Optimization exercise on an open flow, not production practice.
RTL: at most simulated, not proved equivalent.
Function not checked: runs 1, 6 and 7.
Power: default activity.

==> design/flow/design.v <==
module Interface (
	input clk,
	input rst,
	input [30*4-1:0] taps,   
	input [29:0] found,
	output ext_on,           
	output rotp,             
	output reg [4:0] which,
	output reg TX
);
localparam [2:0] IDLE = 3'd0, IDLEC = 3'd1, SELECT = 3'd2, SEND = 3'd3, RESET = 3'd4;
reg [2:0] state;
reg [3:0] i;
reg [2:0] fsm;
reg [3:0] bit_count;
reg [8:0] clk_count;
reg       upper;         
reg       last;          
assign ext_on = (state == RESET) | (state == IDLEC);
wire load = (fsm == 3'd1);
assign rotp = load & (i >= 4'd2) & (i <= 4'd6);
integer k;
reg [4:0] hi;
always @(*) begin
	hi = 5'd0;
	for (k = 0; k < 30; k = k + 1)
		if (found[k]) hi = k;
end
wire [3:0] tcode = taps[which*4 +: 4];
reg [3:0] tap;           
always @(*) begin
	case (tcode[3:2])
		2'b00: tap = (tcode[1:0] == 2'b00) ? 4'd8 : {2'b00, tcode[1:0]};
		2'b01: tap = {2'b01, tcode[1:0]};
		2'b10: tap = 4'd9;
		default: tap = tcode[1] ? 4'd10 : 4'd0;
	endcase
end
always @(posedge clk) begin
	if (rst) begin
		state <= IDLE;
	end else begin
		case (state)
			IDLE, IDLEC: begin
				if (found != 30'd0) begin
					state <= SELECT;
					which <= hi;
				end else
					state <= IDLE;
			end
			SELECT: begin
				state <= SEND;
				i <= 4'd0;
			end
			SEND: begin
				if (load) i <= i + 4'd1;
				if (i == 4'd8) i <= 4'd9;
				if (i == 4'd9) state <= RESET;
			end
			default: state <= IDLEC;
		endcase
	end
end
wire drl = (state == SEND) & (i != 4'd9);
always @(posedge clk) begin
	if (rst) begin
		fsm <= 3'd0;
		TX <= 1'b1;
	end else begin
		case (fsm)
			3'd0: if (drl) fsm <= 3'd1;
			3'd1: begin
				fsm <= 3'd2;
				upper <= (i == 4'd0) | (i == 4'd7);
				last <= (i == 4'd7);
			end
			3'd2: begin
				fsm <= 3'd3;
				bit_count <= 4'd10;
			end
			3'd3: begin
				fsm <= 3'd4;
				bit_count <= bit_count - 4'd1;
				clk_count <= 9'd432;
				case (bit_count)
					4'd10: TX <= 1'b0;
					4'd9: TX <= upper ? ~last : tap[0];
					4'd8: TX <= upper | tap[1];
					4'd7: TX <= upper | tap[2];
					4'd6: TX <= upper | tap[3];
					4'd1: TX <= 1'b1;
					default: TX <= upper;
				endcase
			end
			3'd4: begin
				clk_count <= clk_count - 9'd1;
				if (clk_count == 9'd0) fsm <= 3'd5;
			end
			3'd5: fsm <= (bit_count == 4'd0) ? 3'd0 : 3'd3;
			default: fsm <= 3'd0;
		endcase
	end
end
endmodule
module SearchModule #(parameter SEED = 1351) (
	input clk,
	input rst,
	input enan,            
	input ext,             
	input rot,             
	input boot,            
	input bootend,         
	input [10:0] sl,       
	output reg found,
	output [3:0] tap       
);
localparam [1:0] PW = 2'd0, PC = 2'd1, PR = 2'd2, PF = 2'd3;
localparam [10:0] S0 = 11'b10000000000;
localparam [10:0] INIT = 11'b10000000000;
reg [32:0] r;
reg [2:0]  b;       
reg [2:0]  m;       
reg [1:0]  ph;
reg [10:0] cnt;
reg [10:0] st;
reg [3:0]  c0, c1, c2, c3, c4, c5;
assign tap = c5;
wire shifting = (ph != PW);
wire fail2    = (ph == PF) & cnt[9];
wire resp     = fail2 | ext;
wire w_end    = (ph == PW) & (boot ? bootend : (cnt[0] & cnt[5]));
wire fin      = (ph == PC) & st[2];
wire [4:0] din = r[29:25] & {~(m[2] & (m[1] | m[0])), ~m[2], ~(m[2] | (m[1] & m[0])), ~(m[2] | m[1]), ~(m[2] | m[1] | m[0])};
wire inrange  = ~din[4] & (din[3:0] != 4'd0) & (din[3:0] <= 4'd10);
wire valid    = (b == 3'd7) & enan & (ph == PC) & ~st[3] & ~st[2] & inrange;
wire run      = (ph == PR) & ~found;
wire low0     = (cnt[9:0] == 10'd0);
wire stinit   = (st == INIT);
wire found_set = run & low0 & ~cnt[10];
wire fail_set  = run & stinit & ~low0;
function [3:0] tcode(input [3:0] p);
	tcode = {p[3] & (p[1] | p[0]), p[2] | (p[3] & p[1]), p[1:0]};
endfunction
function tapv(input [3:0] t, input [10:0] s);
	reg a, b;
	begin
		case (t[1:0]) 2'd0: a = s[8]; 2'd1: a = s[1]; 2'd2: a = s[2]; default: a = s[3]; endcase
		case (t[1:0]) 2'd0: b = s[4]; 2'd1: b = s[5]; 2'd2: b = s[6]; default: b = s[7]; endcase
		case (t[3:2]) 2'd0: tapv = a; 2'd1: tapv = b; 2'd2: tapv = s[9]; default: tapv = s[10] & t[1]; endcase
	end
endfunction
wire fb = st[0] ^ (tapv(c5, st) & tapv(c4, st)) ^ tapv(c3, st) ^ tapv(c2, st) ^ tapv(c1, st) ^ tapv(c0, st);
wire [3:0] dcode = tcode(din[3:0]);
wire cfb = cnt[0] ^ cnt[2] ^ (cnt[10:1] == 10'd0);
wire prfb = r[32] ^ r[22] ^ r[2] ^ r[1];
wire seedbit = |(sl & SEED[10:0]);
always @(posedge clk) begin
	r <= {boot ? seedbit : shifting ? prfb : r[0], r[32:1]};
	if (rst)
		b <= 3'd0;
	else if (shifting)
		b <= b + 3'd1;
	if (shifting & (b == 3'd0))
		m <= 3'd0;
	else if (resp)
		m <= b;
	if (rst | fail2 | (found & ext)) begin
		ph <= PW;
		found <= 1'b0;
	end else begin
		if (w_end) ph <= PC;
		if (fin) ph <= PR;
		if (fail_set) ph <= PF;
		if (found_set) found <= 1'b1;
	end
	if (fail2 | (found & ext) | fin | fail_set)
		cnt <= S0;
	else
		cnt <= {cfb, cnt[10:1]};
	if ((ph == PW) | fin)
		st <= INIT;
	else if (valid | ((ph == PC) & st[3]))
		st <= {1'b0, st[10:1]};
	else if (run)
		st <= {fb, st[10:1]};
	if (valid & ~st[4]) begin
		c0 <= (st[9] && dcode == c0) ? 4'b1100 : dcode;
		{c5, c4, c3, c2, c1} <= {c4, c3, c2, c1, c0};
	end else if (rot) begin
		{c5, c4, c3, c2, c1, c0} <= {c4, c3, c2, c1, c0, c5};
	end
end
endmodule
module FPGA (
	input clk,
	input rst,
	input start,
	output wire TX,
	output reg found_smth,
	output wire startedmod,
	output wire [29:0] found_mods
);
reg start_S;
reg started;
reg started_o;     
reg [5:0] gcnt;      
wire boot = (gcnt != 6'd33);
wire bootend = (gcnt == 6'd32);
wire [10:0] sl;
genvar j;
generate
for (j = 0; j < 11; j = j + 1) begin: SL
	assign sl[j] = (gcnt == j + 1);
end
endgenerate
wire [30*4-1:0] taps;
wire [29:0] found;
wire ext_on, rotp;
wire [4:0] which;
wire enan = started | start_S;
assign startedmod = started_o;
assign found_mods = found;
Interface interfejs (
	.clk    (clk),
	.rst    (rst),
	.taps   (taps),
	.found  (found),
	.ext_on (ext_on),
	.rotp   (rotp),
	.which  (which),
	.TX     (TX)
);
genvar g;
generate
for (g = 0; g < 30; g = g + 1) begin: Trololo
	SearchModule #(.SEED(1351 + g)) szukacz (
		.clk     (clk),
		.rst     (rst),
		.enan    (enan),
		.ext     (ext_on & (which == g)),
		.rot     (rotp & (which == g)),
		.boot    (boot),
		.bootend (bootend),
		.sl      (sl),
		.found   (found[g]),
		.tap     (taps[g*4 +: 4])
	);
end
endgenerate
always @(posedge clk) begin
	if (rst) begin
		found_smth <= 1'b0;
		start_S <= 1'b0;
		started <= 1'b0;
		started_o <= 1'b0;
		gcnt <= 6'd0;
	end else begin
		if (boot) gcnt <= gcnt + 6'd1;
		if (!start) start_S <= 1'b1;
		if (start_S) started <= 1'b1;
		if (start_S) started_o <= 1'b1;
		found_smth <= (found != 30'd0);
	end
end
endmodule
==> design/flow/run.sh <==
#!/bin/bash
# synth_recipe.tcl (not shown) runs the flow's synth.tcl, then flattens the netlist and writes it again
# the make line also repeats each setting of config.mk as NAME=value (left out here)
make -C /OpenROAD-flow-scripts/flow DESIGN_CONFIG=/design/flow/config.mk WORK_HOME=/design/flow/orfs CLKGATE_MAP_FILE= SYNTH_SCRIPT=/design/flow/synth_recipe.tcl finish
==> design/flow/config.mk <==
export PLATFORM = sky130hd
export DESIGN_NAME = FPGA
export DESIGN_NICKNAME = FPGA
export VERILOG_FILES = /design/flow/design.v
export SDC_FILE = /design/flow/constraint.sdc
export NUM_CORES = 8
export LEC_CHECK = 0
export CAP_MARGIN = 20
export CORE_MARGIN = 2
export CORE_UTILIZATION = 40
export CTS_CLUSTER_DIAMETER = 100
export CTS_CLUSTER_SIZE = 24
export SETUP_SLACK_MARGIN = 5
export SLEW_MARGIN = 20
==> design/flow/constraint.sdc <==
create_clock -name core_clock -period 8.0 [get_ports {clk}]
set_input_delay 1.6000 -clock core_clock [delete_from_list [all_inputs] [get_ports {clk}]]
set_output_delay 1.6000 -clock core_clock [all_outputs]
set_load 0.01 [all_outputs]
==> summary.txt, run 1 <==
The run finished with no timing, DRC or antenna violations. In this run the tool buffered the top-level ports with 35 buffer cells. Counting flops with an async set or reset pin after synthesis yields a share of 0%. The weighted congestion reported at the end of routability-driven placement came out at 0.850. In this run, CTS created clock tree buffers numbering 132.

The number of levels in the clock H-tree is 4. The largest stage delay on the critical path came out at 530 ps. The die boundary width is 512 um. The core region is 0.257 mm2. The number of buffer and inverter instances along the worst setup path is 1. TritonCTS built the clock tree. The area used by sequential logic in the layout is 0.0612 mm2. By count the netlist is led by sky130_fd_sc_hd__dfxtp_1 (1936), sky130_fd_sc_hd__nor2_1 (826), sky130_fd_sc_hd__edfxtp_1 (744). The clock-pin slew on the worst setup and hold paths came out at 100 ps. The final count of hold timing violations is 0. The post-synthesis simple-gate area fraction came out at 12.1%. The cell area power density is 206 mW/mm2. The category of the critical setup timing path is reg -> reg. The gate count of the mapped netlist came out at 8194. Data arrives at the worst endpoint at 3720 ps. The via count of the first global-routing pass is 62540. The tool flagged a number of max-cap violations equal to 0. CTS saw 2680 sinks.

During synthesis, Yosys emitted a total of 32 warnings. The number of antenna violations at the first check in global routing is 13. At the pin with the least slew margin, the transition time is 1200 ps. The wire length per cell came out at 20.5 um. The worst-skew pair later-pin latency is 820 ps.

The highest clock rate is 0.331 GHz. The critical path goes through clkbuf_16 > mux2_2 > a222oi_1 > a2111oi_4 > a31oi_1 > nand3_2 > mux2i_1 > a41o_1 > a211oi_1 > a221o_1. The class of the most critical hold timing path is reg -> reg. Entering global routing, the biggest net connects 116 pins. The die span in y is 512 um. By area, the combinational part of the netlist is dominated by multiplexers. For this run, the register share of the synthesized area comes to 59.1%. The most area-hungry cell type in the Yosys netlist is sky130_fd_sc_hd__dfxtp_1. The floorplan has 186 rows.

The synthesized-area fraction occupied by ao, oa, aoi and oai cells came out at 6.83%. Setup repair after global routing could not meet its margin everywhere. The first-pass GRT wire length is 369000 um. For this design the top-level I/O count stands at 36. The worst setup path is launched from a register. The total global-route track usage is 17.7%. Summing every instance area after synthesis gives 0.103 mm2.

The post-route DRC violation count came out at 0. The required time of the worst setup path is 8700 ps. The post-synthesis adder-cell area fraction came out at 1.26%.

The fraction of synthesized cell area taken by the top area cell type is 37.5%. The main flop type after synthesis is sky130_fd_sc_hd__dfxtp_1. The half-perimeter wire length after placement came out at 159000 um. The wire length after detailed routing came out at 238000 um. The final number of max-transition violations came out at 0.

The relative slew slack is 20.3%. Relative to the synthesized area, the layout overhead comes to 8.75%. The average size of a mapped cell came out at 12.6 um2.

The final-layout worst hold slack came out at 298 ps. The worst vdd rail ir drop is 0.000219 V. The post-route minimum period came out at 3020 ps. The net count of the finished layout is 8253. The count of nets left with antenna violations after detail routing came out at 0. The final setup violation count is 0. The mux contribution to synthesized area is 14.7%. The top fanout value on the critical path is 8.

After filler insertion, the fill cell instance count of the layout stands at 23327. The worst setup timing slack at the placement stage came out at 3820 ps. The number of distinct library cell variants in the gate-level netlist after synthesis is 84. After detailed routing, the number of vias per cell comes to 5.43. The share of post-route cells with drive strength above 1 is 12.7%.

The cell class contributing the biggest share of worst-path delay is compound AO/OA/AOI/OAI gates. Sorting the synthesized cells by area gives the leading types as sky130_fd_sc_hd__dfxtp_1 (37%), sky130_fd_sc_hd__edfxtp_1 (22%), sky130_fd_sc_hd__mux4_2 (12%). The cell type of the slowest stage on the worst timing path is sky130_fd_sc_hd__a222oi_1. In the final layout, the multi-input gates occupy 0.0411 mm2. Once the floorplan was initialized, standard cells occupied 40.2% of the core. The total overflow left after global routing is 0. The total iterations of the first detailed-routing run is 5.

After routing the design area is 0.112 mm2. The synthesized net count came out at 8301. The synthesized netlist devotes 3.93% of its cell area to XOR and XNOR gates. Adding up every negative setup slack in the final design gives 0 ps.

Measured on the finished design, the core utilization comes to 43.8%. The via count is 63092. No sink is reached through more buffers than the 3 on the longest clock path. The kind of end point of the critical path is a register. The die covers 0.263 mm2. The final setup slack of the worst path came out at 4980 ps. The detailed router finished its first iteration with 5132 violations.

Among all cell types in the netlist, the one instantiated most often is sky130_fd_sc_hd__dfxtp_1. The maximum clock skew at final layout is 41.0 ps. The buffer type at the clock tree root is sky130_fd_sc_hd__clkbuf_16. Once placement finished, the instance area stood at 0.107 mm2. In this run the static leakage power is 37.9 nW. The final period utilization is 37.8%. Yosys mapped a number of flops with a built-in enable equal to 744.

The post-synthesis register bit count came out at 2680.
-- per-stage QoR --
stage,power (mW),std cells
after floorplan,15.5,8194
after global placement,15.8,11312
after detailed placement,15.8,11314
after CTS,23.4,11614
after global routing,24.0,11627
final,23.1,11629
-- final timing paths --
path                                               from                       to  slack, ps  cells past startpoint
worst min register to register  Trololo[4].szukacz.r[5]  Trololo[4].szukacz.r[4]        300                      0
worst min-delay path            Trololo[4].szukacz.r[5]  Trololo[4].szukacz.r[4]        300                      0
worst max-delay path                 interfejs.which[0]             interfejs.TX       4980                     10
worst max register to register       interfejs.which[0]             interfejs.TX       4980                     10
-- cell type report --
type	count	area share (%)
sequential	2680	54.4
multi-input combinational	5004	36.6
tap	3384	3.77
clock buffer	211	3.34
timing repair buffer	139	1.06
inverter	189	0.631
clock inverter	19	0.189
antenna	3	0.00668
-- sequential cells by signal, summed over array words and instances, names as in the netlist, 3 cells and up --
signal	cells
Trololo.szukacz.ph	60
interfejs.bit_count	4
Trololo.szukacz.r	990
Trololo.szukacz.c3	120
Trololo.szukacz.found	30
interfejs.i	4
interfejs.fsm	3
Trololo.szukacz.c2	120
gcnt	6
interfejs.state	3
interfejs.which	5
Trololo.szukacz.c5	120
Trololo.szukacz.c4	120
Trololo.szukacz.m	90
Trololo.szukacz.b	90
Trololo.szukacz.c0	120
Trololo.szukacz.cnt	330
interfejs.clk_count	9
Trololo.szukacz.c1	120
Trololo.szukacz.st	330
-- cells in the final DEF (no fill, tap or decap), types with 58 or more instances in the layout --
master	instances
sky130_fd_sc_hd__xor2_1	98
sky130_fd_sc_hd__nand2_1	423
sky130_fd_sc_hd__o21ai_0	135
sky130_fd_sc_hd__nor2b_1	127
sky130_fd_sc_hd__ha_1	104
sky130_fd_sc_hd__o21a_1	82
sky130_fd_sc_hd__inv_1	187
sky130_fd_sc_hd__clkbuf_16	140
sky130_fd_sc_hd__nand2b_1	58
sky130_fd_sc_hd__edfxtp_1	744
sky130_fd_sc_hd__nor4_1	95
sky130_fd_sc_hd__a21oi_1	465
sky130_fd_sc_hd__mux2i_1	256
sky130_fd_sc_hd__dfxtp_1	1905
sky130_fd_sc_hd__nor3_1	91
sky130_fd_sc_hd__mux4_2	547
sky130_fd_sc_hd__buf_4	94
sky130_fd_sc_hd__nand3_1	81
sky130_fd_sc_hd__xnor2_1	366
sky130_fd_sc_hd__clkbuf_1	71
sky130_fd_sc_hd__and2_1	494
sky130_fd_sc_hd__nor2_1	825
-- cell families after synthesis --
| group | after synthesis |
|---|---|
| DFF | 2680 |
| AOI/OAI and AO/OA | 1105 |
| buffers and inverters | 539 |
| adders and majority gates | 104 |
| and+or+nand+nor | 2480 |
| xor gates and xnor gates | 464 |
| muxes | 822 |
-- power by group --
part	internal, mW	switching (mW)	total [mW]
clock network	3.30	4.33	7.64
logic	0.271	0.349	0.620
registers	14.6	0.291	14.9
-- per-layer routing --
metal  part of all wire (%)  GRT usage [%]  up-vias
met2                     47           29.0     1629
li1                       -              -    29493
met4                    2.9           5.10        4
met5                  0.012              0        -
met1                     44           24.2    31643
met3                    5.7           2.72      323
-- repair_timing --
item                                    in CTS  in global routing
gates resized for setup                    295                 27
buffers inserted                            41                 10
endpoints found under the setup margin    1110                 97
hold buffers                                 0                  0
pin swaps                                   34                  7
gates cloned                                29                  2
==> run 2: changes to the inputs <==
--- a/design/flow/design.v
+++ b/design/flow/design.v
@@ -26,7 +26,8 @@
 	for (k = 0; k < 30; k = k + 1)
 		if (found[k]) hi = k;
 end
-wire [3:0] tcode = taps[which*4 +: 4];
+reg [3:0] tcode;
+always @(posedge clk) tcode <= taps[which*4 +: 4];
 reg [3:0] tap;           
 always @(*) begin
 	case (tcode[3:2])
==> run 2 against run 1 <==
Compared with the run above:
- still clean on timing, DRC and antenna
- register-to-register slack better by 50 ps
- total power rose by 3.6%
- maximum frequency is 0.18% higher
- largest power group unchanged
==> summary.txt, run 2 <==
The core outline area is 0.262 mm2. The maximum clock skew at final layout came out at 40.7 ps. The worst setup path is of the reg -> out kind. The synthesized net count came out at 8626. The wire length per cell is 19.8 um.

The mux contribution to synthesized area came out at 13.8%. The via count came out at 65141. Yosys attributes the largest share of cell area to sky130_fd_sc_hd__dfxtp_1 (37%), sky130_fd_sc_hd__edfxtp_1 (21%), sky130_fd_sc_hd__mux4_2 (7.1%). CTS saw 2684 sinks. The worst-case reg-to-reg path depth is 6.

The design internal power came out at 18.6 mW. In the final layout, flip-flops and latches occupy 0.0613 mm2. The fraction of synthesized cell area taken by the top area cell type came out at 37.0%. The fill cell total of the finished layout came out at 23881. Dividing total power by cell area gives a power density of 210 mW/mm2.

The final setup slack of the worst path is 4980 ps. The post-route minimum period is 3020 ps. The worst-case clock buffer depth came out at 3. The most common cell after layout, fill and taps aside is sky130_fd_sc_hd__dfxtp_1. The number of antenna violations at the first check in global routing is 9. The post-route DRC violation count came out at 0. The final count of hold timing violations came out at 0.

The sequential cell fraction of total power is 63.5%. The area growth from synthesis to layout is 9.00%. The floorplan die area came out at 0.266 mm2. The first-pass GRT wire length came out at 375000 um. The utilization of the core after routing came out at 43.7%. Entering global routing, the biggest net connects 60 pins.

The startpoint type of the worst setup path is a register. The startpoint of the worst register-to-register path is interfejs.fsm[0]. The final number of max-transition violations is 0. The count of port buffers added during placement came out at 35.

The post-synthesis simple-gate area fraction is 12.2%. The final setup violation count is 0. In this run the remaining antenna-violating nets after routing total 0.

The most used flip-flop cell after synthesis is sky130_fd_sc_hd__dfxtp_1. The synthesized-area fraction occupied by ao, oa, aoi and oai cells came out at 8.01%. By instance count, the leading cell after synthesis is sky130_fd_sc_hd__dfxtp_1. The worst-skew pair later-pin latency is 850 ps.

The worst vdd rail ir drop came out at 0.000246 V. The share of flip-flops with an asynchronous set or reset came out at 0%. The Yosys step of the flow raised 32 warnings. Setup repair after global routing could not meet its margin everywhere. The max-cap violation count came out at 0.

The timing startpoint of the critical path is Trololo[27].szukacz.found. The flow ran to the end and the layout has no timing, DRC or antenna violations. The number of instances on the worst hold path is 0. The register-to-register setup slack came out at 5030 ps. The total global-route track usage is 17.7%.

The highest clock rate is 0.331 GHz. The I/O pin total came out at 36. The post-synthesis register bit count came out at 2684. The initial DRC count is 5671. The total iterations of the first detailed-routing run came out at 7. The clock network power share is 32.9%. The CTS tree is done. Trololo.szukacz.r holds more flip-flops than any other register. The quantity of hold-fixing buffers added after cts came out at 0. By count the netlist is led by sky130_fd_sc_hd__dfxtp_1 (1940), sky130_fd_sc_hd__nor2_1 (876), sky130_fd_sc_hd__edfxtp_1 (744). The number of nets in the finished design came out at 8611.

The min-delay analysis places its worst path in the category reg -> reg. The final sum of negative setup slack is 0 ps. The share of total power dissipated in combinational logic is 3.6%. The via count of the first global-routing pass is 63194. At the placement stage, the worst setup path has a slack of 3790 ps. The half-perimeter wire length after placement came out at 160000 um. The ratio of routed vias to standard cells is 5.37. In this run the critical register-to-register path is captured at Trololo[8].szukacz.c4[0]. The transition time of the tightest slew-check pin came out at 1080 ps. Of the total synthesized cell area, the portion taken by XOR and XNOR cells is 3.96%.

Summed over all nets, the switching power comes to 5.38 mW. The top cell types in the final layout, fill and taps aside, are sky130_fd_sc_hd__dfxtp_1 (1908), sky130_fd_sc_hd__nor2_1 (871), sky130_fd_sc_hd__edfxtp_1 (744). For the worst setup path, the data required time is 6400 ps. The final period utilization came out at 37.7%. In the final layout, the registers with the most flip-flops are Trololo.szukacz.r: 990 flops, Trololo.szukacz.cnt: 330 flops, Trololo.szukacz.st: 330 flops. The share of total power consumed by net switching came out at 22.4%. The clock-pin slew on the worst setup and hold paths came out at 100 ps. The starting density of the core is 40.1%. The buffer type at the clock tree root is sky130_fd_sc_hd__clkbuf_16. The worst hold path begins at Trololo[6].szukacz.r[5]. The die boundary width is 516 um.

The weighted congestion reported at the end of routability-driven placement is 0.842. The average size of a mapped cell came out at 12.3 um2. The H-tree generated during clock tree synthesis spans 4 levels.

The worst hold path terminates at Trololo[6].szukacz.r[4]. The number of flip-flops under the largest register name is 990. Data on the critical path arrives at its endpoint at 1420 ps. The sequential fraction of the synthesis area is 58.3%. The largest family of logic cells by synthesized area is multiplexers. The wire length after detailed routing is 240000 um. Summed over all cells, the static leakage comes to 40.4 nW.

The most area-hungry cell type in the Yosys netlist is sky130_fd_sc_hd__dfxtp_1. From bottom edge to top edge, the die measures 516 um. After synthesis the cells add up to 0.105 mm2. The top fanout value on the critical path is 2. The kind of end point of the critical path is a primary output. The cell row count came out at 188. The gate count of the mapped netlist is 8519. The netlist uses 76 different library cells.

Headroom to the max-slew limit came out at 28.1%. Of the cells placed in the final design, the portion with a size suffix greater than 1 is 9.94%. For this run the aggregate overflow at the end of global routing stands at 0.

The number of clock buffers added by TritonCTS is 134. The area taken by multi-input logic gates came out at 0.0420 mm2. After Yosys synthesis, full adders, half adders and majority gates account for 1.24% of the synthesized area. The synthesized design contains 744 enable-type register cells.
## run 2: cell types whose count changed after synthesis, sizes merged, moves of 57 or more
cell    delta
and2      -72
nand3    +122
mux2i    +151
xor2      +62
o21ai     +74
nor2b     +66
mux4     -107
xnor2     -65
clkbuf    -57
nand2    -128
## run 2: logic make-up after synthesis
logic type      Yosys count
flops                  2684
simple gates           2542
compound gates         1304
mux                     851
buf+inv                 573
xor+xnor                461
fa+ha+maj               104
## run 2: power by group through the flow
stage	combinational [mW]	sequential, mW	clock, mW
after floorplan	0.684	15.4	0
after global placement	0.836	15.5	0
after detailed placement	0.856	15.6	0
after CTS	0.871	15.3	8.12
after global routing	0.970	15.4	8.60
final	0.866	15.2	7.88
## run 2: worst max-delay path by stage
stage / cells after the start / to / slack (ps)
after floorplan: 6 / Trololo[27].szukacz.c0[0] / 4720
after CTS: 2 / found_mods[27] / 4910
final: 2 / found_mods[27] / 4980
after global routing: 6 / Trololo[8].szukacz.c4[0] / 4870
after global placement: 5 / Trololo[23].szukacz.c4[2] / 3870
after detailed placement: 4 / Trololo[15].szukacz.c1[0] / 3790
## run 2: what timing repair did
action                     in CTS  in global routing
gates resized for setup       323                 13
setup buffers                  69                 17
pin swaps                      34                 11
gates cloned                   22                  1
setup endpoints to repair    1201                279
## run 2: through the flow
| step | cell area [um2] | hold slack [ps] | total power [mW] | cells |
|---|---|---|---|---|
| 2_1_floorplan | 105000 | 310 | 16.1 | 8519 |
| 3_3_place_gp | 108000 | 310 | 16.4 | 11770 |
| 3_5_place_dp | 108000 | 312 | 16.4 | 11774 |
| 4_1_cts | 114000 | 299 | 24.2 | 12106 |
| 5_1_grt | 114000 | 310 | 24.9 | 12125 |
| 6_report | 114000 | 303 | 24.0 | 12129 |
## run 2: layout make-up
type	count	area share (%)
diodes	5	0.0109
clock buffers	215	3.30
clock inverters	26	0.328
inverters	234	0.768
multi-input cells	5285	36.7
flip-flops and latches	2684	53.6
well taps	3515	3.85
repair buffers	165	1.48
## run 2: routing by layer
layer,wire length (um),vias to the layer above,track usage [%]
met4,5910,4,4.83
met3,10400,257,2.23
met5,22,-,0
li1,-,30831,-
met1,111000,32630,24.8
met2,113000,1419,28.8
## run 2: worst max-delay path: stages, from the launching register on
cell                      delay, ps
sky130_fd_sc_hd__dfxtp_2        330
sky130_fd_sc_hd__buf_6          130
sky130_fd_sc_hd__buf_6          120
==> run 3: changes to the inputs <==
--- a/design/flow/config.mk
+++ b/design/flow/config.mk
@@ -8,7 +8,7 @@
 export CAP_MARGIN = 20
 export CORE_MARGIN = 2
 export CORE_UTILIZATION = 40
-export CTS_CLUSTER_DIAMETER = 100
-export CTS_CLUSTER_SIZE = 24
+export CTS_CLUSTER_DIAMETER = 90
+export CTS_CLUSTER_SIZE = 30
 export SETUP_SLACK_MARGIN = 5
 export SLEW_MARGIN = 20
==> run 3 against run 2 <==
Compared with the run above:
- sequential power is essentially flat
- synthesized area unchanged
- non-clock buffer count down 2
- hold slack got worse by 2.9 ps
- cell count fell by 0.24%
- first-iteration DRC count decreased by 2.6%
- still clean
- critical endpoint unchanged
==> summary.txt, run 3 <==
The flow ran to the end and the layout has no timing, DRC or antenna violations. For this configuration, the core starts out at a cell density of 40.1%. The area used by sequential logic in the layout came out at 0.0613 mm2. The cell type of the slowest stage on the worst timing path is sky130_fd_sc_hd__dfxtp_2. The largest registers in the layout are Trololo.szukacz.r: 990 flops, Trololo.szukacz.cnt: 330 flops, Trololo.szukacz.st: 330 flops. The signal on the critical path passes through buf_6 > buf_6. Trololo.szukacz.r holds more flip-flops than any other register. The share of flip-flops with an asynchronous set or reset is 0%. The half-perimeter wire length after placement came out at 160000 um. The post-route DRC violation count is 0.

The number of flip-flops under the largest register name came out at 990. For this run, the leading register cell type out of synthesis is sky130_fd_sc_hd__dfxtp_1. sky130_fd_sc_hd__dfxtp_1 is the most common cell in the netlist. For the finished layout, the period the worst path requires is 3040 ps. The first-pass GRT wire length came out at 374000 um. The worst pin sits at a relative slew slack of 27.1%.

The number of levels in the clock H-tree is 3. The area growth from synthesis to layout is 8.87%. The quantity of hold-fixing buffers added after cts came out at 0. The count of nets left with antenna violations after detail routing is 0. The number of antenna violations at the first check in global routing is 9. In this run the clock root is driven by a sky130_fd_sc_hd__clkbuf_16. During synthesis, Yosys emitted a total of 32 warnings. The kind of end point of the critical path is a primary output. Sequential elements use 58.3% of the synthesized area. At the end of the flow, the number of nets in the layout was 8590. In the post-synthesis netlist, the biggest area contributors are sky130_fd_sc_hd__dfxtp_1 (37%), sky130_fd_sc_hd__edfxtp_1 (21%), sky130_fd_sc_hd__mux4_2 (7.1%). The core outline area is 0.262 mm2. Counting stages on the worst path, the most repeated cell is sky130_fd_sc_hd__buf_6. The ratio of routed vias to standard cells came out at 5.37. The met3 global-route usage came out at 2.15%.

In the synthesized netlist, the number of instances is 8519. In this run the worst path has a maximum fanout of 2. The final number of max-transition violations came to 0.

The CTS tree is done. The post-synthesis register bit count is 2684. Across every metal layer, demand over resource in global routing totals 17.6%. The number of different library cells used by synthesis comes to 76.

The net switching power figure came out at 5.45 mW. The final critical path takes up 38.0% of the cycle. The largest family of logic cells by synthesized area is multiplexers.

The final setup violation count is 0. The analysis attributes to cell leakage a power of 40.3 nW. The total power came out at 23.7 mW. The worst vdd rail ir drop is 0.000189 V.

The die boundary width came out at 516 um. For the pin with the worst max-slew slack, the measured transition is 1080 ps. The combinational share of power came out at 3.7%. The critical path in this run is classified as reg -> out. The final count of hold timing violations is 0. The clock sink count came out at 2684. The max-cap violation count is 0.

The most common cell after layout, fill and taps aside is sky130_fd_sc_hd__dfxtp_1. After synthesis, the most frequently instantiated cells are sky130_fd_sc_hd__dfxtp_1 (1940), sky130_fd_sc_hd__nor2_1 (876), sky130_fd_sc_hd__edfxtp_1 (744). The share of total power consumed by net switching is 23.0%. Entering global routing, the biggest net connects 60 pins. The number of clock buffers inserted by TritonCTS came out at 115. The largest stage delay on the critical path is 340 ps.

Counting along the longest clock path gives a buffer depth of 3. The multi-input combinational cells in the finished layout cover a total of 0.0420 mm2. Timing would allow up to 0.329 GHz. The fill cell total of the finished layout came out at 23895.

The synthesized net count came out at 8626. The cell row count is 188. The post-synthesis adder-cell area fraction came out at 1.24%. The initial DRC count is 5521. The share of total power dissipated in sequential elements is 64.3%. The wire length after detailed routing is 239000 um.

The maximum clock skew at final layout came out at 75.0 ps. After Yosys synthesis, and, or, nand and nor cells account for 12.2% of the synthesized area. In the layout the commonest cells are sky130_fd_sc_hd__dfxtp_1 (1907), sky130_fd_sc_hd__nor2_1 (871), sky130_fd_sc_hd__edfxtp_1 (744).

The total iterations of the first detailed-routing run came out at 6. The biggest area contributor in the post-synthesis netlist is sky130_fd_sc_hd__dfxtp_1. The floorplan die area is 0.266 mm2. The netlist area before placement is 0.105 mm2. The routed layout has 64936 vias. The arrival time reported for the critical path endpoint came out at 1440 ps.

Dividing the detail-routed wire length by the instance count gives 19.8 um. Internal power comes to 18.3 mW. The clock network burns 32.0% of the power. The layer flagged by global routing as most heavily used is met2. The required time of the worst setup path is 6400 ps. The final setup slack of the worst path is 4960 ps. The overall overflow remaining after global route came out at 0. The class of the most critical hold timing path is reg -> reg. The worst setup path is launched from a register. For this run, global-route usage on met2 was measured as 28.9%. The share of post-route cells with drive strength above 1 is 10.1%. The count of port buffers added during placement came out at 35. Summed over its instances, the top area cell type makes up 37.0% of the synthesized netlist area.

Yosys mapped a number of flops with a built-in enable equal to 744. The synthesized netlist devotes 8.01% of its cell area to compound gates. The mux contribution to synthesized area is 13.8%. The average size of a mapped cell is 12.3 um2.

The weighted congestion reported at the end of routability-driven placement came out at 0.842. The final sum of negative setup slack is 0 ps. The clock reaches the later pin of the worst-skew pair after 850 ps. Of the total synthesized cell area, the portion taken by XOR and XNOR cells is 3.96%. The die span in y came out at 516 um. The I/O pin total is 36. The clock-pin slew on the worst setup and hold paths came out at 110 ps. Setup repair after global routing could not meet its margin everywhere. The global-route track usage on met1 is 24.7%. Before CTS, the worst setup slack after placement is 3790 ps. The cell area power density is 207 mW/mm2.

The via count of the first global-routing pass came out at 63050.
-- run 3: repair_timing --
item                                   4_1_cts  5_1_grt
endpoints found under the hold margin        0        0
setup endpoints to repair                 1223      302
resized for setup                          329       10
pin swaps                                   38        5
cloned                                      23        0
buffers inserted                            73       11
-- run 3: through the flow --
| step | utilization (%) | instance area (um2) | hold WS [ps] | std cells |
|---|---|---|---|---|
| after floorplan | - | 105000 | 310 | 8519 |
| after global placement | 41.4 | 108000 | 310 | 11770 |
| after detailed placement | 41.5 | 108000 | 312 | 11774 |
| after CTS | 43.6 | 114000 | 299 | 12086 |
| after global routing | 43.7 | 114000 | 308 | 12098 |
| final | 43.7 | 114000 | 300 | 12100 |
-- run 3: path summary, 6_finish.rpt --
path	depth (start not counted)	start	to	slack, ps
setup reg to reg	7	interfejs.fsm[0]	Trololo[19].szukacz.c2[0]	5080
hold reg to reg	0	Trololo[2].szukacz.r[20]	Trololo[2].szukacz.r[19]	300
hold / removal	0	Trololo[2].szukacz.r[20]	Trololo[2].szukacz.r[19]	300
setup / recovery	2	Trololo[27].szukacz.found	found_mods[27]	4960
-- run 3: cell type report --
cell class	count	share of cell area, %
sequential	2684	53.7
multi-input combinational	5285	36.7
tap	3515	3.85
clock buffer	159	2.77
timing repair buffer	163	1.54
inverter	234	0.769
clock inverter	57	0.683
antenna	3	0.00657
-- run 3: cells by family (layout without fill, tap and decap cells) --
logic type | count (synthesis) | after routing
compound gates | 1304 | 1327
xor+xnor | 461 | 461
other cells | 0 | 3
fa+ha+maj | 104 | 104
flops | 2684 | 2684
simple gates | 2542 | 2542
mux | 851 | 851
buf+inv | 573 | 613
-- run 3: routing by layer --
| layer | vias to the layer above | wire [um] | part of all wire, % |
|---|---|---|---|
| met3 | 262 | 10100 | 4.2 |
| met1 | 32540 | 111000 | 46 |
| met5 | - | 22 | 0.0092 |
| met4 | 4 | 5980 | 2.5 |
| met2 | 1331 | 112000 | 47 |
| li1 | 30799 | - | - |
-- run 3: critical path: cells and delay by family (launching register included) --
kind,cells,cell delay [ps]
flops,1,340
buf+inv,2,250
-- run 3: power groups by stage --
stage / Clock [mW] / Combinational, mW / Sequential [mW]
after floorplan: 0 / 0.684 / 15.4
after global routing: 8.30 / 0.972 / 15.4
final: 7.59 / 0.870 / 15.2
after global placement: 0 / 0.836 / 15.5
after CTS: 7.82 / 0.873 / 15.3
after detailed placement: 0 / 0.856 / 15.6
==> run 4: changes to the inputs <==
--- a/design/flow/config.mk
+++ b/design/flow/config.mk
@@ -8,7 +8,9 @@
 export CAP_MARGIN = 20
 export CORE_MARGIN = 2
 export CORE_UTILIZATION = 40
-export CTS_CLUSTER_DIAMETER = 90
-export CTS_CLUSTER_SIZE = 30
+export CTS_BUF_LIST = sky130_fd_sc_hd__clkbuf_16
+export CTS_CLUSTER_DIAMETER = 120
+export CTS_CLUSTER_SIZE = 28
+export PLACE_DENSITY = 0.7
 export SETUP_SLACK_MARGIN = 5
 export SLEW_MARGIN = 20
==> run 4 against run 3 <==
Compared with the run above:
- flip-flop and latch count stayed put
- total power decreased by 3.7%
- utilization fell by 0.42 points
- synthesized cell count did not move
- clock skew is 7.4 ps lower
- clock-buffer cell count fell by 50
- sequential power is essentially flat
- sequential share of layout area grew 0.52 points
- largest power group unchanged
- global-route usage decreased by 0.62 points
- worst setup slack worse by 44 ps
==> summary.txt, run 4 <==
The number of placed instances, taps included is 11759. The area growth from synthesis to layout is 7.82%. The worst setup timing slack at the placement stage is 3970 ps. The overall overflow remaining after global route is 0. Using the TritonRoute via totals, the vias-per-cell ratio works out to 5.46. The count of port buffers added during placement is 35. The initial DRC count came out at 5602. The arrival time reported for the critical path endpoint came out at 3540 ps. The clock sink count came out at 2684.

Of all nets on the critical path, the largest fanout is 12. The critical path is of the reg -> reg type. The worst setup path is captured at a register.

The share of post-route cells with drive strength above 1 is 9.07%. The count of nets left with antenna violations after detail routing is 0. The run finished with no timing, DRC or antenna violations. The via count came out at 65769. The initial utilization of the core area, before any placement, comes to 40.1%.

The number of nets in the finished design came out at 8556. At the end of routability-driven placement, the weighted congestion stood at 0.849. The highest clock rate came out at 0.324 GHz.

The worst register-to-register path begins at interfejs.fsm[0]. Among all flip-flop cells after synthesis, the most frequent one is sky130_fd_sc_hd__dfxtp_1. Yosys mapped a number of flops with a built-in enable equal to 744. The worst vdd rail ir drop is 0.000196 V. The die is 516 um wide. The register with the most flip-flops in the layout has 990 of them. The largest registers in the layout are Trololo.szukacz.r: 990 flops, Trololo.szukacz.cnt: 330 flops, Trololo.szukacz.st: 330 flops.

STA puts the critical path data required time at 8450 ps. The clock reaches the later pin of the worst-skew pair after 840 ps. The number of antenna violations at the first check in global routing is 11. The total iterations of the first detailed-routing run came out at 6. Yosys instantiated no cell more often than sky130_fd_sc_hd__dfxtp_1. The share of the Yosys chip area taken by registers is 58.3%. The quantity of hold-fixing buffers added after cts is 0. The final instance area came out at 0.113 mm2. In this run the cell area of the synthesized design comes to 0.105 mm2.

For this design the top-level I/O count stands at 36. The signal on the critical path passes through or3b_2 > a2111oi_4 > nand2_2 > o21ai_4. TritonCTS created 107 clock buffers. The cell type of the slowest stage on the worst timing path is sky130_fd_sc_hd__o21ai_4. Hold is met by 288 ps.

In this run the most critical hold path is launched from Trololo[18].szukacz.r[14]. Setup slack on the critical path of the routed design comes to 4910 ps. Global routing used 17.0% of the available tracks. The transition time of the tightest slew-check pin came out at 1110 ps. The H-tree was split into 3 levels. The cell area after placement is 0.108 mm2. TritonCTS built the clock tree. The fill cell total of the finished layout came out at 23705. Setup violations remaining at the end of the flow were counted as 0.

The post-route DRC violation count is 0. Leaving out fill and tap cells, the most frequent cells in the layout are sky130_fd_sc_hd__dfxtp_1 (1908), sky130_fd_sc_hd__nor2_1 (875), sky130_fd_sc_hd__edfxtp_1 (744). The post-layout instance count excluding filler cells came out at 12053.

The wire length per cell is 19.3 um. The final count of hold timing violations is 0. Yosys mapped the design onto 76 distinct sky130hd cell types. Summed over all failing endpoints, the final setup total negative slack is 0 ps.

The clock-pin slew on the worst setup and hold paths is 110 ps. Overall power consumption after layout is estimated at 22.8 mW. The final number of max-transition violations is 0. The via count of the first global-routing pass is 63760. The most common cell after layout, fill and taps aside is sky130_fd_sc_hd__dfxtp_1. The largest total area in the synthesized netlist belongs to sky130_fd_sc_hd__dfxtp_1. In the finished design, the share of the clock period the worst path needs comes to 38.6%. The gate count of the mapped netlist is 8519.

The commonest cells after synthesis are sky130_fd_sc_hd__dfxtp_1 (1940), sky130_fd_sc_hd__nor2_1 (876), sky130_fd_sc_hd__edfxtp_1 (744). Synthesis produced a netlist with a net count of 8626. The min-delay analysis places its worst path in the category reg -> reg.

The worst-case reg-to-reg path depth is 4. The worst hold path terminates at Trololo[18].szukacz.r[13]. Trololo.szukacz.r holds more flip-flops than any other register. The synthesized design devotes to its leading area cell type 37.0% of total area. Setup repair after global routing could not meet its margin everywhere. In this run the critical register-to-register path is captured at Trololo[4].szukacz.c2[1].

The share of flip-flops with an asynchronous set or reset came out at 0%. The relative slew slack is 26.2%. The core outline area came out at 0.262 mm2. The number of warnings issued by yosys came out at 32. The die span in y came out at 516 um. The cell area power density is 202 mW/mm2. The first global-routing pass estimated 365000 um of wire. For this run, the share of the core covered by cells in the final layout is 43.3%.

The root buffer cell chosen for the clock tree is sky130_fd_sc_hd__clkbuf_16. The wire length after detailed routing is 232000 um. Across the run, the number of max-cap violations was 0. STA classifies the critical path startpoint as a register.

For the final database, setup skew stands at 67.6 ps. On the worst path, the slowest cell contributes a delay of 600 ps. The worst-case clock buffer depth is 3. Entering global routing, the biggest net connects 102 pins.

The average size of a mapped cell came out at 12.3 um2. The half-perimeter wire length after placement came out at 155000 um. Along the worst hold path, the cell count comes to 0.

The register-to-register setup slack is 4910 ps. After synthesis, the cell types taking the most area are sky130_fd_sc_hd__dfxtp_1 (37%), sky130_fd_sc_hd__edfxtp_1 (21%), sky130_fd_sc_hd__mux4_2 (7.1%). The post-route minimum period is 3090 ps. Counting flops and latches in the post-synthesis netlist gives 2684.

The leakage component of the power is 40.1 nW. The floorplan die area came out at 0.266 mm2. The cell row count is 188.
==> run 4: changes by cell type in the layout (fill, tap and decap cells not counted), moves of 6 or more <==
cell                        change
sky130_fd_sc_hd__clkbuf_16     -11
sky130_fd_sc_hd__clkinv_8       -6
sky130_fd_sc_hd__inv_8         -10
sky130_fd_sc_hd__o21ai_4        +7
sky130_fd_sc_hd__clkbuf_1      -37
sky130_fd_sc_hd__inv_6         -13
sky130_fd_sc_hd__inv_1         +77
sky130_fd_sc_hd__buf_6         -11
sky130_fd_sc_hd__buf_4          -8
sky130_fd_sc_hd__buf_12        -10
==> run 4: cell families after synthesis <==
group	share of synthesized area, %
flops	58.3
simple gates	12.2
compound gates	8.01
mux	13.8
buf+inv	2.51
xor+xnor	3.96
fa+ha+maj	1.24
==> run 4: power by group <==
| part | switching [mW] | internal [mW] |
|---|---|---|
| clock | 4.16 | 2.54 |
| sequential | 0.442 | 14.8 |
| combinational | 0.463 | 0.410 |
==> run 4: repair_timing <==
item,CTS,global route
endpoints found under the setup margin,1205,673
resized for setup,329,9
setup buffers,64,4
pin swaps,38,4
gates cloned,28,0
==> run 4: cell type report <==
cell class	count	area, um2	area share (%)
sequential	2684	61300	54.2
multi-input combinational	5290	42100	37.2
tap	3515	4400	3.89
clock buffer	109	2730	2.41
timing repair buffer	132	1310	1.16
inverter	234	878	0.776
clock inverter	88	478	0.422
antenna	1	2.50	0.00221
==> run 4: metal layers <==
layer | global-route usage [%] | vias up | part of all wire, %
li1 | - | 30725 | -
met5 | 0 | - | 0.023
met4 | 6.12 | 8 | 3.5
met3 | 2.13 | 329 | 5.9
met1 | 23.1 | 32710 | 44
met2 | 27.9 | 1997 | 47
==> run 4: critical path, delay by kind of cell, from the launching register on <==
kind | cells | cell delay, ps
AND/OR/NAND/NOR | 2 | 1100
AO/OA/AOI/OAI | 2 | 1090
flip-flops | 1 | 480
==> run 4: worst max-delay path by stage <==
stage / startpoint / end / slack [ps]
global route: interfejs.fsm[0] / Trololo[5].szukacz.c0[2] / 4810
detailed placement: interfejs.fsm[0] / Trololo[27].szukacz.c4[3] / 3970
floorplan: interfejs.fsm[0] / Trololo[27].szukacz.c0[0] / 4720
CTS: interfejs.fsm[0] / Trololo[14].szukacz.c4[1] / 4780
finish: interfejs.fsm[0] / Trololo[4].szukacz.c2[1] / 4910
global placement: interfejs.which[0] / Trololo[1].szukacz.c5[2] / 4120
==> run 5: changes to the inputs <==
--- a/design/flow/config.mk
+++ b/design/flow/config.mk
@@ -11,6 +11,5 @@
 export CTS_BUF_LIST = sky130_fd_sc_hd__clkbuf_16
 export CTS_CLUSTER_DIAMETER = 120
 export CTS_CLUSTER_SIZE = 28
-export PLACE_DENSITY = 0.7
 export SETUP_SLACK_MARGIN = 5
 export SLEW_MARGIN = 20
==> run 5 against run 4 <==
Compared with the run above:
- worst setup slack improved by 60 ps
- flip-flop and latch count stayed put
- total power about the same
- highest routed layer is now met4
- clock skew up 24 ps
- combinational power is 0.5% lower
- non-clock buffer count increased by 24
- register-to-register slack improved by 220 ps
- first-iteration DRC count decreased by 5.1%
- cell count up 0.17%
- largest cell class unchanged
- maximum frequency rose by 2.0%
==> summary.txt, run 5 <==
The depth of the critical timing path with buffers and inverters included came out at 2. The number of clock buffers inserted by TritonCTS came out at 106. Trololo.szukacz.r holds more flip-flops than any other register. The post-synthesis register bit count is 2684. In the final layout, the registers with the most flip-flops are Trololo.szukacz.r: 990 flops, Trololo.szukacz.cnt: 330 flops, Trololo.szukacz.st: 330 flops. The netlist uses 76 different library cells. STA puts the critical path data required time at 6400 ps. The final number of max-transition violations came out at 0. The number of flip-flops under the largest register name is 990.

Leaving out fill and tap cells, the most frequent cell in the layout is sky130_fd_sc_hd__dfxtp_1. The post-layout instance count excluding filler cells is 12073. The highest clock rate came out at 0.331 GHz. The cell row count is 188. The weighted congestion reported at the end of routability-driven placement came out at 0.842.

The ratio of routed vias to standard cells is 5.37. The core region is 0.262 mm2. The most area-hungry cell type in the Yosys netlist is sky130_fd_sc_hd__dfxtp_1.

The sequential fraction of the synthesis area came out at 58.3%. The die covers 0.266 mm2. The via count came out at 64807. Setup repair after global routing could not meet its margin everywhere. The number of nets in the finished design came out at 8574. After synthesis, the most frequently instantiated cells are sky130_fd_sc_hd__dfxtp_1 (1940), sky130_fd_sc_hd__nor2_1 (876), sky130_fd_sc_hd__edfxtp_1 (744).

Across every metal layer, demand over resource in global routing totals 17.5%. The most common cell in the synthesized netlist is sky130_fd_sc_hd__dfxtp_1. The final count of hold timing violations is 0. The tree built by TritonCTS fans out to 2684 sinks. The number of antenna violations at the first check in global routing came out at 10.

The endpoint of the lowest-slack register-to-register path is Trololo[6].szukacz.ph[0]. The I/O pin total came out at 36. The area growth from synthesis to layout is 7.97%. By area the synthesized netlist is led by sky130_fd_sc_hd__dfxtp_1 (37%), sky130_fd_sc_hd__edfxtp_1 (21%), sky130_fd_sc_hd__mux4_2 (7.1%). The count of port buffers added during placement came out at 35. The final setup violation count is 0. CTS built an H-tree with a depth of 3. The wire length after detailed routing is 238000 um.

The category of the critical setup timing path is reg -> out. For this run, the leading register cell type out of synthesis is sky130_fd_sc_hd__dfxtp_1. The cell area power density came out at 201 mW/mm2. The slowest stage of the critical path is the sky130_fd_sc_hd__dfxtp_2 cell.

The cell area that synthesis handed to floorplanning was 0.105 mm2. The clock-pin slew on the worst setup and hold paths is 110 ps. The transition time of the tightest slew-check pin is 1090 ps.

The via count of the first global-routing pass is 62987. The post-route DRC violation count is 0. STA classifies the critical path startpoint as a register. The initial DRC count is 5314.

The average size of a mapped cell is 12.3 um2. The largest net degree at the start of global routing came out at 60. Counting both buffers and inverters, the worst setup path holds a total of 2.

The fraction of synthesized cell area taken by the top area cell type is 37.0%. The register-to-register setup slack came out at 5130 ps. Across the routed clock network, the largest skew measured is 91.5 ps.

The kind of end point of the critical path is a primary output. The worst path uses 37.8% of the clock period. In the layout the commonest cells are sky130_fd_sc_hd__dfxtp_1 (1908), sky130_fd_sc_hd__nor2_1 (870), sky130_fd_sc_hd__edfxtp_1 (744).

The arrival time reported for the critical path endpoint is 1430 ps. The longest clock path from root to sink contains 3 buffers. The tightest min-delay check is of the reg -> reg type. The cell sitting at the root of the clock tree is a sky130_fd_sc_hd__clkbuf_16. The run finished with no timing, DRC or antenna violations. The count of nets left with antenna violations after detail routing is 0. The analysis attributes to cell leakage a power of 40.2 nW. Setup total negative slack on the finished layout was measured at 0 ps. The half-perimeter wire length after placement is 160000 um.

The cell class contributing the biggest share of worst-path delay is flip-flops. The worst vdd rail ir drop came out at 0.000182 V. The gate count of the mapped netlist is 8519. Yosys printed 32 warnings. The relative slew slack came out at 26.5%.

The synthesized net count is 8626. The first-pass GRT wire length came out at 372000 um. The die boundary width is 516 um. The quantity of hold-fixing buffers added after cts is 0. The die span in y came out at 516 um. Tracing the worst setup path back leads to its startpoint at Trololo[27].szukacz.found. The fill cell total of the finished layout is 24020. Dividing the detail-routed wire length by the instance count gives 19.7 um. The max-cap violation count came out at 0. Following the worst setup path forward leads to its endpoint at found_mods[27]. The worst-case reg-to-reg path depth is 8.

The CTS tree is done. The number of placed instances, taps included, is 11774. The share of flip-flops with an asynchronous set or reset came out at 0%. The final-layout worst hold slack is 270 ps. The worst-skew pair later-pin latency came out at 850 ps.

The number of synthesized flops with an enable pin is 744. The top fanout value on the critical path is 2. The starting density of the core is 40.1%.

The largest stage delay on the critical path is 330 ps. Cells fill 43.3% of the core in the end. The overall overflow remaining after global route came out at 0. The post-route minimum period came out at 3030 ps. The total iterations of the first detailed-routing run is 5. The critical path goes through buf_6 > buf_6. Counting stages on the worst path, the most repeated cell is sky130_fd_sc_hd__buf_6. The worst register-to-register path begins at gcnt[1].

The share of post-route cells with drive strength above 1 is 9.34%.
## run 5: what timing repair did
| item | CTS | global route |
|---|---|---|
| setup buffers | 69 | 8 |
| resized for setup | 323 | 16 |
| gates cloned | 21 | 2 |
| endpoints found under the setup margin | 1225 | 300 |
| pin swaps | 33 | 5 |
## run 5: cell families (layout without fill, tap and decap cells)
family | after synthesis | after routing | synth area share [%]
other cells | 0 | 4 | 0
fa+ha+maj | 104 | 104 | 1.24
xor+xnor | 461 | 461 | 3.96
simple gates | 2542 | 2542 | 12.2
mux | 851 | 851 | 13.8
compound gates | 1304 | 1327 | 8.01
buf+inv | 573 | 585 | 2.51
flops | 2684 | 2684 | 58.3
## run 5: layout make-up
type                    instances  area (um2)  share of cell area [%]
multi-input cells            5285       42000                    37.0
diodes                          4        10.0                 0.00883
flip-flops and latches       2684       61300                    54.1
clock inverters                89         484                   0.427
well taps                    3515        4400                    3.88
inverters                     234         878                   0.775
repair buffers                156        1620                    1.43
clock buffers                 106        2650                    2.34
## run 5: per-layer routing
metal	vias to the layer above	global-route usage, %	share of wire (%)
met2	1358	28.7	47
met4	0	4.46	2.5
li1	30724	-	-
met1	32493	24.7	46
met5	-	0	0
met3	232	2.06	4.2
## run 5: how the worst min path moves through the flow
stage                              start                         to  slack, ps  depth (start not counted)
2_1_floorplan   Trololo[0].szukacz.r[11]   Trololo[0].szukacz.r[10]        310                          0
3_3_place_gp     Trololo[9].szukacz.r[9]    Trololo[9].szukacz.r[8]        310                          0
3_5_place_dp   Trololo[14].szukacz.r[17]  Trololo[14].szukacz.r[16]        310                          0
4_1_cts         Trololo[3].szukacz.r[17]   Trololo[3].szukacz.r[16]        270                          0
5_1_grt         Trololo[3].szukacz.r[17]   Trololo[3].szukacz.r[16]        290                          0
6_report        Trololo[3].szukacz.r[17]   Trololo[3].szukacz.r[16]        270                          0
## run 5: report_power, final
group          internal [mW]  leakage [nW]  total (mW)  switching (mW)
logic                  0.417          15.8       0.869           0.452
registers               14.8          22.6        15.2           0.443
clock network           2.48          1.80        6.70            4.22
## run 5: worst reg2reg max path, delay by kind of cell, from the launching register on
kind	cells	cell delay, ps
flip-flops	1	390
adder cells (fa/ha/maj)	1	440
buffers and inverters	3	1050
AO/OA/AOI/OAI	2	690
AND/OR/NAND/NOR	2	220
## run 5: through the flow
stage	power (mW)	cell area, um2	setup slack (ps)
6_report	22.8	113000	4970
5_1_grt	23.7	113000	4900
4_1_cts	23.1	113000	4790
3_5_place_dp	16.4	108000	3790
3_3_place_gp	16.4	108000	3870
2_1_floorplan	16.1	105000	4720
==> run 6: changes to the inputs <==
--- a/design/flow/design.v
+++ b/design/flow/design.v
@@ -113,6 +113,7 @@
 	input bootend,         
 	input [10:0] sl,       
 	output reg found,
+	output reg found_o,    
 	output [3:0] tap       
 );
 localparam [1:0] PW = 2'd0, PC = 2'd1, PR = 2'd2, PF = 2'd3;
@@ -174,6 +175,10 @@
 		if (fail_set) ph <= PF;
 		if (found_set) found <= 1'b1;
 	end
+	if (rst | (found_o & ext))
+		found_o <= 1'b0;
+	else if (found_set)
+		found_o <= 1'b1;
 	if (fail2 | (found & ext) | fin | fail_set)
 		cnt <= S0;
 	else
@@ -216,11 +221,12 @@
 endgenerate
 wire [30*4-1:0] taps;
 wire [29:0] found;
+wire [29:0] found_o;
 wire ext_on, rotp;
 wire [4:0] which;
 wire enan = started | start_S;
 assign startedmod = started_o;
-assign found_mods = found;
+assign found_mods = found_o;
 Interface interfejs (
 	.clk    (clk),
 	.rst    (rst),
@@ -244,6 +250,7 @@
 		.bootend (bootend),
 		.sl      (sl),
 		.found   (found[g]),
+		.found_o (found_o[g]),
 		.tap     (taps[g*4 +: 4])
 	);
 end
==> run 6 against run 5 <==
Compared with the run above:
- flip-flop and latch count increased by 30
- non-clock buffer count is 20 lower
- critical endpoint is now Trololo[18].szukacz.cnt[7]
- largest power group unchanged
- largest cell class unchanged
- still clean
- sequential share of layout area up 0.22 points
- synthesized area is 0.57% higher
==> summary.txt, run 6 <==
The flow ran to the end and the layout has no timing, DRC or antenna violations. By area, the combinational part of the netlist is dominated by multiplexers. The largest net degree at the start of global routing is 68.

The number of warnings issued by yosys is 32. Summing the areas of all fa, ha and maj instances in the mapped netlist gives 1.23% of the synthesized area. The floorplan die area is 0.268 mm2. The maximum clock skew at final layout is 51.9 ps. The area growth from synthesis to layout came out at 7.96%. The die span in y came out at 518 um.

The top cell types in the final layout, fill and taps aside, are sky130_fd_sc_hd__dfxtp_1 (1938), sky130_fd_sc_hd__nor2_1 (818), sky130_fd_sc_hd__edfxtp_1 (744). The post-route DRC violation count came out at 0. The kind of end point of the critical path is a register. In this run, the number of DRC markers left after iteration 0 of detailed routing was 5769.

The class of the most critical hold timing path is reg -> reg. The arrival time reported for the critical path endpoint is 3790 ps. In the synthesized netlist the async set-or-reset flop fraction comes to 0%. The top fanout value on the critical path is 11. The starting density of the core is 40.2%. Cells with a size suffix above 1 make up 11.1% of the layout. The clock sink count is 2714.

The category of the critical setup timing path is reg -> reg. The number of levels in the clock H-tree is 3. The first-pass GRT wire length came out at 377000 um.

The synthesized netlist devotes 7.25% of its cell area to compound gates. For this design the top-level I/O count stands at 36. In this run the cell area of the synthesized design comes to 0.106 mm2. The number of synthesized flops with an enable pin is 744. Buffers placed on the I/O ports in this run total 35. The quantity of hold-fixing buffers added after cts came out at 0. The total iterations of the first detailed-routing run came out at 5. Using the TritonRoute via totals, the vias-per-cell ratio works out to 5.41. The main flop type after synthesis is sky130_fd_sc_hd__dfxtp_1.

The largest registers in the layout are Trololo.szukacz.r: 990 flops, Trololo.szukacz.cnt: 330 flops, Trololo.szukacz.st: 330 flops. In the synthesized netlist, the cells that appear most often are sky130_fd_sc_hd__dfxtp_1 (1970), sky130_fd_sc_hd__nor2_1 (824), sky130_fd_sc_hd__edfxtp_1 (744). The met3 global-route usage is 2.49%.

In this run the core area contains 188 standard-cell rows. Dividing the final minimum period by the clock period gives 38.4%. The required time of the worst setup path is 8720 ps. Yosys mapped the design onto 77 distinct sky130hd cell types. The worst setup timing slack at the placement stage came out at 4210 ps. The area used by sequential logic in the layout is 0.0619 mm2. The final sum of negative setup slack came out at 0 ps. The number of nets in the finished design is 8545. The synthesized net count came out at 8632.

The average size of a mapped cell is 12.4 um2. Leaving out fill and tap cells, the most frequent cell in the layout is sky130_fd_sc_hd__dfxtp_1. The post-synthesis register bit count came out at 2714. The met2 usage in global routing is 28.0%. By area the synthesized netlist is led by sky130_fd_sc_hd__dfxtp_1 (37%), sky130_fd_sc_hd__edfxtp_1 (21%), sky130_fd_sc_hd__mux4_2 (10%). The global-route track usage on met1 came out at 24.6%.

The number of flip-flops under the largest register name came out at 990. The post-synthesis simple-gate area fraction is 12.0%. Setup violations remaining at the end of the flow were counted as 0. The overall overflow remaining after global route is 0. The via count came out at 65149. The max-cap violation count is 0. The transition time of the tightest slew-check pin is 1080 ps. The core outline area came out at 0.262 mm2. The clock-pin slew on the worst setup and hold paths came out at 120 ps.

The final count of hold timing violations came to 0. TritonCTS built the clock tree. The fill cell total of the finished layout is 23810. The HPWL after detailed placement is 163000 um. The smallest clock period supported by the final layout is computed as 3070 ps. The clock reaches the later pin of the worst-skew pair after 830 ps. The area taken by multi-input logic gates is 0.0421 mm2. The most common cell in the netlist is sky130_fd_sc_hd__dfxtp_1.

The total global-route track usage is 17.5%. The total power is 22.8 mW. The worst pin sits at a relative slew slack of 27.0%.

The final number of max-transition violations is 0. Timing would allow up to 0.325 GHz. The worst vdd rail ir drop came out at 0.000180 V. The die boundary width came out at 518 um. The wire length after detailed routing is 242000 um.

The layer flagged by global routing as most heavily used is met2. The number of antenna violations at the first check in global routing was 10. The most area-hungry cell type in the Yosys netlist is sky130_fd_sc_hd__dfxtp_1. Synthesis produced 8525 cells. The share of the Yosys chip area taken by registers is 58.5%.

The mux contribution to synthesized area came out at 14.7%. Of the post-synthesis cell area, the dominant cell type holds 37.4%. The tree is rooted in a sky130_fd_sc_hd__clkbuf_16.

The via count of the first global-routing pass is 63938. The final setup slack of the worst path came out at 4930 ps. The largest register by flop count is Trololo.szukacz.r. The worst setup path is launched from a register.

Power spread over the standard cell area amounts to 200 mW/mm2. The worst-case clock buffer depth came out at 3. Summing the areas of all xor and xnor instances in the mapped netlist gives 3.81% of the synthesized area. The congestion estimate from routability-driven global placement came to 0.848. The number of clock buffers inserted by TritonCTS is 106.

The detail route stage leaves a number of antenna-violating nets equal to 0. The leakage component of the power came out at 40.0 nW. Setup repair after global routing could not meet its margin everywhere.

The wire length per cell came out at 20.1 um.
-- run 6: layout make-up --
cell class              instances  share of cell area [%]
clock buffers                 106                    2.33
flip-flops and latches       2714                    54.3
diodes                          5                  0.0110
repair buffers                136                    1.29
well taps                    3515                    3.86
inverters                     280                   0.922
clock inverters                77                   0.334
multi-input cells            5200                    36.9
-- run 6: path summary, 6_finish.rpt --
| kind | startpoint | end | slack, ps | depth (start not counted) |
|---|---|---|---|---|
| setup / recovery | interfejs.which[3] | Trololo[18].szukacz.cnt[7] | 4930 | 7 |
| hold / removal | Trololo[9].szukacz.r[17] | Trololo[9].szukacz.r[16] | 310 | 0 |
| setup reg to reg | interfejs.which[3] | Trololo[18].szukacz.cnt[7] | 4930 | 7 |
| hold reg to reg | Trololo[9].szukacz.r[17] | Trololo[9].szukacz.r[16] | 310 | 0 |
-- run 6: logic make-up (layout without fill, tap and decap cells) --
logic type,after synthesis,count (layout)
AOI/OAI and AO/OA,1176,1202
xor gates and xnor gates,451,451
adders and majority gates,104,104
buffers and inverters,638,599
DFF,2714,2714
muxes,908,908
other,0,5
and+or+nand+nor,2534,2535
-- run 6: per-layer routing --
layer	vias to the layer above	routed length, um
met4	2	7490
li1	30495	-
met3	298	13400
met5	-	12
met2	1694	112000
met1	32660	110000
-- run 6: timing repair --
| action | 4_1_cts | 5_1_grt |
|---|---|---|
| setup endpoints to repair | 1330 | 632 |
| endpoints found under the hold margin | 0 | 0 |
| buffers inserted | 54 | 22 |
| gates resized for setup | 322 | 25 |
| pin swaps | 29 | 23 |
| gates cloned | 19 | 8 |
-- run 6: per-stage QoR --
step	hold slack, ps	std cells	utilization (%)	area (um2)
2_1_floorplan	310	8525	-	106000
3_3_place_gp	310	11740	41.6	109000
3_5_place_dp	312	11742	41.6	109000
4_1_cts	307	11998	43.2	113000
5_1_grt	318	12029	43.4	114000
6_report	312	12033	43.4	114000
-- run 6: critical path, stage by stage (launching register included) --
cell                       delay (ps)
sky130_fd_sc_hd__edfxtp_1         480
sky130_fd_sc_hd__buf_4            180
sky130_fd_sc_hd__nor2_1           470
sky130_fd_sc_hd__nand3_1          650
sky130_fd_sc_hd__or2_2            560
sky130_fd_sc_hd__o21ai_1          230
sky130_fd_sc_hd__nor2_1           180
sky130_fd_sc_hd__and2_1           200
-- run 6: where the power goes --
| group | leakage (nW) | internal, mW | switching [mW] |
|---|---|---|---|
| Clock | 1.73 | 2.46 | 4.16 |
| Sequential | 22.7 | 14.9 | 0.431 |
| Combinational | 15.6 | 0.409 | 0.446 |
==> run 7: changes to the inputs <==
==> design/flow/flow/run.sh (new file) <==
#!/bin/bash
set -e
bash standard.sh SETUP_SLACK_MARGIN=5.25 finish > standard.log 2>&1
==> design/flow/standard.sh (new file) <==
#!/bin/bash
# synth_recipe.tcl (not shown) runs the flow's synth.tcl, then flattens the netlist and writes it again
# the make line also repeats each setting of config.mk as NAME=value (left out here)
make -C /OpenROAD-flow-scripts/flow DESIGN_CONFIG=/design/flow/config.mk WORK_HOME=/design/flow/orfs CLKGATE_MAP_FILE= SYNTH_SCRIPT=/design/flow/synth_recipe.tcl "${@:-finish}"
removed: design/flow/run.sh
==> run 7 against run 6 <==
Compared with the run above:
- synthesized cell count stayed put
- cell count is 0.43% higher
- global-route usage is 0.19 points higher
- cell area is 0.80% higher
- critical path depth is 6 lower
- combinational power hardly changed
- critical endpoint is now found_mods[9]
- highest routed layer is now met4
==> summary.txt, run 7 <==
The via count of the first global-routing pass came out at 64233. The wire length after detailed routing is 245000 um. The number of antenna violations at the first check in global routing came out at 11. The maximum clock skew at final layout is 51.3 ps. The first TritonRoute pass finished after 6 iterations. Yosys mapped a number of flops with a built-in enable equal to 744.

Once the floorplan was initialized, standard cells occupied 40.2% of the core. The path with the worst hold slack has its endpoint at Trololo[9].szukacz.r[7]. For this run, design rule violations remaining after detail routing come to 0. The area growth from synthesis to layout is 8.82%. The average size of a mapped cell is 12.4 um2. The netlist area before placement came out at 0.106 mm2.

The synthesized net count came out at 8632. The synthesized design spends more area on one cell type than any other, namely sky130_fd_sc_hd__dfxtp_1. The highest clock rate came out at 0.336 GHz. TritonCTS built the clock tree. The post-route minimum period came out at 2980 ps. The quantity of hold-fixing buffers added after cts came out at 0.

In the synthesized netlist the dominant register cell turns out to be sky130_fd_sc_hd__dfxtp_1. The number of distinct library cell variants in the gate-level netlist after synthesis is 77. The buffer type at the clock tree root is sky130_fd_sc_hd__clkbuf_16. The worst-case clock buffer depth is 3. The startpoint type of the worst setup path is a register.

Setup violations remaining at the end of the flow were counted as 0. The half-perimeter wire length after placement is 166000 um. At the end of the flow, the number of nets in the layout was 8595. The top fanout value on the critical path is 2. The library cell used most frequently in the layout, excluding fill and tap cells, is sky130_fd_sc_hd__dfxtp_1. The cell area power density is 200 mW/mm2.

The final critical path takes up 37.2% of the cycle. The floorplan die area is 0.268 mm2. Setup repair after global routing could not meet its margin everywhere. The share of flip-flops with an asynchronous set or reset came out at 0%. The weighted congestion reported at the end of routability-driven placement came out at 0.857. The total global-route track usage came out at 17.7%. The required time of the worst setup path came out at 6400 ps.

The worst register-to-register path begins at interfejs.which[3]. The count of buffers added on input and output ports is 35. The die is 518 um tall. Dividing the detail-routed via count by the number of cells gives 5.41. Dividing the detail-routed wire length by the instance count gives 20.3 um. The fraction of synthesized cell area taken by the top area cell type is 37.4%. The final number of max-transition violations came to 0. For flop-to-flop paths, the worst setup slack is 5240 ps.

In the layout the commonest cells are sky130_fd_sc_hd__dfxtp_1 (1935), sky130_fd_sc_hd__nor2_1 (814), sky130_fd_sc_hd__edfxtp_1 (744). The gate count of the mapped netlist came out at 8525. The clock sink count is 2714. The floorplan has 188 rows.

The first-pass GRT wire length is 381000 um. The cell type of the slowest stage on the worst timing path is sky130_fd_sc_hd__dfxtp_4. The flow ran to the end and the layout has no timing, DRC or antenna violations. At the end of the flow the core is filled with cells to 43.8%. The startpoint identified for the worst hold timing path is Trololo[9].szukacz.r[8]. Traced cell by cell, the critical path runs through buf_6. The Yosys step of the flow raised 32 warnings. The largest net degree at the start of global routing is 82. The largest stage delay on the critical path came out at 430 ps. The final sum of negative setup slack is 0 ps.

The transition time of the tightest slew-check pin came out at 995 ps. The number of flip-flops under the largest register name is 990. The sequential fraction of the synthesis area came out at 58.5%.

The kind of end point of the critical path is a primary output. The initial DRC count is 6044. Global routing finished with a remaining overflow of 0. The via count is 65382. The core outline area is 0.262 mm2. The worst-skew pair later-pin latency is 850 ps. The worst vdd rail ir drop came out at 0.000189 V.

The leakage component of the power is 40.3 nW. The final count of hold timing violations came to 0. The number of buffer and inverter instances along the worst setup path is 1.
run 7: report_power, final:
part / switching (mW) / leakage (nW) / internal, mW / total, mW
sequential: 0.437 / 22.7 / 14.9 / 15.4
clock: 4.19 / 1.75 / 2.52 / 6.70
combinational: 0.446 / 15.9 / 0.409 / 0.855
total: 5.07 / 40.3 / 17.9 / 22.9
run 7: cell families after synthesis:
family / count (synthesis) / share of synthesized area, %
flip-flops: 2714 / 58.5
AND/OR/NAND/NOR: 2534 / 12.0
AO/OA/AOI/OAI: 1176 / 7.25
multiplexers: 908 / 14.7
buffers and inverters: 638 / 2.53
XOR/XNOR: 451 / 3.81
adder cells (fa/ha/maj): 104 / 1.23
run 7: routing by layer:
metal,share of wire (%),global-route usage (%),vias to the layer above
met5,0,0,-
met4,2.9,4.95,0
met3,5.3,2.66,292
met2,46,28.5,1625
met1,46,24.7,32847
li1,-,-,30618
run 7: what timing repair did:
| action | 4_1_cts | 5_1_grt |
|---|---|---|
| pin swaps | 49 | 13 |
| gates cloned | 26 | 2 |
| gates resized for setup | 337 | 79 |
| buffers inserted | 104 | 13 |
| setup endpoints to repair | 1372 | 968 |
run 7: cell type report:
| type | count | area (um2) |
|---|---|---|
| diodes | 8 | 20.0 |
| clock buffers | 109 | 2730 |
| fillers | 23787 | 147000 |
| repair buffers | 184 | 1990 |
| multi-input cells | 5201 | 42400 |
| clock inverters | 74 | 350 |
| flip-flops and latches | 2714 | 61900 |
| well taps | 3515 | 4400 |
| inverters | 280 | 1050 |
run 7: through the flow:
| stage | instances | power (mW) | hold WS (ps) | setup WS (ps) | instance area (um2) |
|---|---|---|---|---|---|
| floorplan | 8525 | 16.2 | 310 | 4870 | 106000 |
| global placement | 11748 | 16.5 | 310 | 4410 | 109000 |
| detailed placement | 11749 | 16.5 | 312 | 4390 | 109000 |
| CTS | 12062 | 23.2 | 298 | 4900 | 114000 |
| global route | 12079 | 23.8 | 302 | 4960 | 115000 |
| finish | 12085 | 22.9 | 304 | 5020 | 115000 |
run 7: worst max-delay path by stage:
stage / end / slack, ps / cells after the start
final: found_mods[9] / 5020 / 1
after global routing: found_mods[15] / 4960 / 1
after CTS: found_mods[16] / 4900 / 1
after detailed placement: Trololo[29].szukacz.c3[0] / 4390 / 6
after global placement: Trololo[29].szukacz.c3[1] / 4410 / 6
after floorplan: Trololo[10].szukacz.c0[0] / 4870 / 5
